Context: an optimization exercise on an open-source flow, tuned for small area. The choices shown serve that exercise and are no tape-out recipe. The RTL was checked by simulation tests, not by an equivalence proof against the original design. No driver is modelled on the clock port, so clocking that relies on it looks cheaper here than on a real chip.

==> flow/design.v <==
`timescale 1ns / 1ps
module SelectionOfAvatar(
	input [1:0] mode,
	input [5:0] userID,
	input [1:0] candidate,  
	input CLK,
	input rst,  
	output reg [1:0] ballotBoxId,
	output reg [5:0] numberOfRegisteredVoters,
	output [5:0] numberOfVotesWinner,  
	output [1:0] WinnerId,
	output reg AlreadyRegistered,
	output reg AlreadyVoted,
	output reg NotRegistered,
	output reg VotingHasNotStarted,
	output reg RegistrationHasEnded
	);
    wire nrst = ~rst;
    reg [6:0] lfsr;
    reg pv, pr;
    wire last = (lfsr == 7'd22);
    wire inReg  = ~pv & ~last;
    wire inVote = (~pv & last) | (pv & ~pr & ~last);
    wire inRes  = pr | (pv & last);
    wire [6:0] lfsr_step = {lfsr[5:0], ~(lfsr[6] ^ lfsr[5])};
    always @(posedge CLK) begin
        lfsr <= {7{nrst}} & (last ? 7'd1 : lfsr_step);
        pv <= nrst & (pv | last);
        pr <= nrst & inRes;
    end
    reg [63:0] nregistered;
    reg [63:0] nvoted;
    wire [7:0] col = 8'd1 << userID[2:0];
    wire [7:0] row = 8'd1 << userID[5:3];
    wire [7:0] rr, vr;
    genvar gr;
    generate for (gr = 0; gr < 8; gr = gr + 1) begin : rd
        assign rr[gr] = |(~nregistered[gr*8 +: 8] & col);
        assign vr[gr] = |(~nvoted[gr*8 +: 8] & col);
    end endgenerate
    wire isReg = |(rr & row);
    wire isVoted = |(vr & row);
    wire m0 = (mode == 2'd0);
    wire m1 = (mode == 2'd1);
    wire doReg  = inReg & m0 & ~isReg;
    wire doVote = inVote & m1 & isReg & ~isVoted;
    wire [7:0] rowR = row & {8{nrst & inReg & m0}};
    wire [7:0] rowV = row & {8{nrst & inVote & m1}};
    genvar gi;
    generate for (gi = 0; gi < 64; gi = gi + 1) begin : tbl
        always @(posedge CLK) begin
            nregistered[gi] <= (nregistered[gi] | rst) & ~(rowR[gi/8] & col[gi%8]);
            nvoted[gi] <= (nvoted[gi] | rst) & ~(rowV[gi/8] & col[gi%8]);
        end
    end endgenerate
    wire [5:0] rt = {rt[4:0] & numberOfRegisteredVoters[4:0], doReg};
    always @(posedge CLK)
        numberOfRegisteredVoters <= {6{nrst}} & (numberOfRegisteredVoters ^ rt);
    reg [5:0] v0, v1, v2, v3;
    reg [1:0] lead;
    wire [3:0] ch = 4'd1 << candidate;
    wire [3:0] lh = 4'd1 << lead;
    wire [5:0] vsel = ({6{ch[0]}} & v0) | ({6{ch[1]}} & v1) | ({6{ch[2]}} & v2) | ({6{ch[3]}} & v3);
    wire [5:0] vlead = ({6{lh[0]}} & v0) | ({6{lh[1]}} & v1) | ({6{lh[2]}} & v2) | ({6{lh[3]}} & v3);
    wire [5:0] vc = {vc[4:0] & vsel[4:0], 1'b1};
    wire [5:0] vinc = vsel ^ vc;
    wire take = {vinc, candidate < lead} > {vlead, 1'b0};
    wire [3:0] vwe = {4{nrst & doVote}} & ch;
    wire [3:0] vkeep = {4{nrst}} & ~vwe;
    wire lwe = nrst & doVote & take;
    wire lkeep = nrst & ~lwe;
    always @(posedge CLK) begin
        v0 <= (v0 & {6{vkeep[0]}}) | (vinc & {6{vwe[0]}});
        v1 <= (v1 & {6{vkeep[1]}}) | (vinc & {6{vwe[1]}});
        v2 <= (v2 & {6{vkeep[2]}}) | (vinc & {6{vwe[2]}});
        v3 <= (v3 & {6{vkeep[3]}}) | (vinc & {6{vwe[3]}});
        lead <= (lead & {2{lkeep}}) | (candidate & {2{lwe}});
    end
    assign numberOfVotesWinner = {6{pr}} & vlead;
    assign WinnerId = {2{pr}} & lead;
    always @(posedge CLK) begin
        ballotBoxId <= {2{nrst & ~inRes}} & userID[5:4];
        VotingHasNotStarted <= nrst & inReg & m1;
        AlreadyRegistered <= nrst & inReg & m0 & isReg;
        RegistrationHasEnded <= nrst & inVote & m0;
        NotRegistered <= nrst & inVote & m1 & ~isReg;
        AlreadyVoted <= nrst & inVote & m1 & isReg & isVoted;
    end
endmodule
export LEC_CHECK = 0
export CAP_MARGIN = 20
export CORE_MARGIN = 2
export CORE_UTILIZATION = 40
export SLEW_MARGIN = 20
create_clock -name core_clock -period 6.0 [get_ports {CLK}]
standard.sh (not shown) runs the stock make flow with config.mk's settings and CLKGATE_MAP_FILE= SYNTH_SCRIPT=/design/flow/synth_recipe.tcl, a recipe that flattens the netlist after the stock synthesis.
==> flow/flow/run.sh <==
#!/bin/bash
# Layout flow: the standard ORFS flow (standard.sh) with changes that only
# affect cell area:
#  - synthesis maps the logic with an area-oriented ABC script (flow/abc.script)
#    instead of ORFS's delay-oriented one; everything else in synthesis,
#    including the registers, is the standard synthesis;
#  - the port buffers are buf_1 cells;
#  - clock tree synthesis uses clkbuf_4 buffers and no dummy loads; after it,
#    flow/cts_fix.tcl upsizes to clkbuf_8 the buffers whose flip-flops would
#    see a slow clock edge.
# Each tool's output is in standard_cts.log, cts_fix.log and standard.log, and
# in ORFS's own logs under orfs/logs.
set -euo pipefail
W=$(pwd)
rm -rf "$W/scripts_abc"
cp -r "$FLOW_HOME/scripts" "$W/scripts_abc"
cp "$W/flow/abc.script" "$W/scripts_abc/abc_speed.script"
ARGS=(
  "SCRIPTS_DIR=$W/scripts_abc"
  "BUFFER_PORTS_ARGS=-buffer_cell sky130_fd_sc_hd__buf_1"
  "CTS_ARGS=-sink_clustering_enable -repair_clock_nets -dont_use_dummy_load -buf_list sky130_fd_sc_hd__clkbuf_4"
)
bash "$W/standard.sh" "${ARGS[@]}" cts > "$W/standard_cts.log" 2>&1
RESULTS="$W/orfs/results/sky130hd/SelectionOfAvatar/base" openroad -no_init -exit "$W/flow/cts_fix.tcl" > "$W/cts_fix.log" 2>&1
bash "$W/standard.sh" "${ARGS[@]}" finish > "$W/standard.log" 2>&1
Other scripts of this flow, unchanged in this note and not shown: flow/flow/abc.script, flow/flow/cts_fix.tcl
Next try:
--- a/flow/design.v
+++ b/flow/design.v
@@ -44,13 +44,13 @@
     wire m1 = (mode == 2'd1);
     wire doReg  = inReg & m0 & ~isReg;
     wire doVote = inVote & m1 & isReg & ~isVoted;
-    wire [7:0] rowR = row & {8{nrst & inReg & m0}};
-    wire [7:0] rowV = row & {8{nrst & inVote & m1}};
+    wire [7:0] colR = col & {8{nrst & inReg & m0}};
+    wire [7:0] colV = col & {8{nrst & inVote & m1}};
     genvar gi;
     generate for (gi = 0; gi < 64; gi = gi + 1) begin : tbl
         always @(posedge CLK) begin
-            nregistered[gi] <= (nregistered[gi] | rst) & ~(rowR[gi/8] & col[gi%8]);
-            nvoted[gi] <= (nvoted[gi] | rst) & ~(rowV[gi/8] & col[gi%8]);
+            nregistered[gi] <= (nregistered[gi] | rst) & ~(row[gi/8] & colR[gi%8]);
+            nvoted[gi] <= (nvoted[gi] | rst) & ~(row[gi/8] & colV[gi%8]);
         end
     end endgenerate
     wire [5:0] rt = {rt[4:0] & numberOfRegisteredVoters[4:0], doReg};
Effect: Via count increases by 2.1%; count of clock-buffer cells in the layout is unchanged; setup slack gains 0.12 ns; cell count went down by about 1.6%; sequential cell count is unchanged; global-route usage goes up by 1.0 points.

## afterwards: timing with drivers on the ports
The flow's constraints put no driver on any port. The routed layouts listed below were extracted and timed again, unchanged, in two steps.
Step 1 (the two cells are an assumption about what drives the block):
set clk [get_ports {CLK}]
set_driving_cell -lib_cell sky130_fd_sc_hd__clkbuf_16 $clk
set_driving_cell -lib_cell sky130_fd_sc_hd__buf_2 [delete_from_list [all_inputs] $clk]
Step 2 moves the port delays by t, midway between the first and last clock arrival at a register: inputs arrive t later, outputs are due t later. That takes back most of the time a late clock gives input paths.
Slacks: ideal / step 1 / step 2; pairs: ideal / step 1.
run	shift t [ns]	setup slack, ns	hold WS [ns]	worst setup path after step 2	worst slew at a driven data input, ns
the first run	0.609	1.386 / 1.396 / 0.788	0.466 / 0.466 / 0.466	input to register	0.05
the second run	0.603	1.508 / 1.519 / 0.915	0.469 / 0.469 / 0.469	input to register	0.06
After both steps setup and hold are still met in every run listed. The setup slack of the first run, which loses most, moves by +0.010 ns with the drivers and by -0.598 ns with both steps.
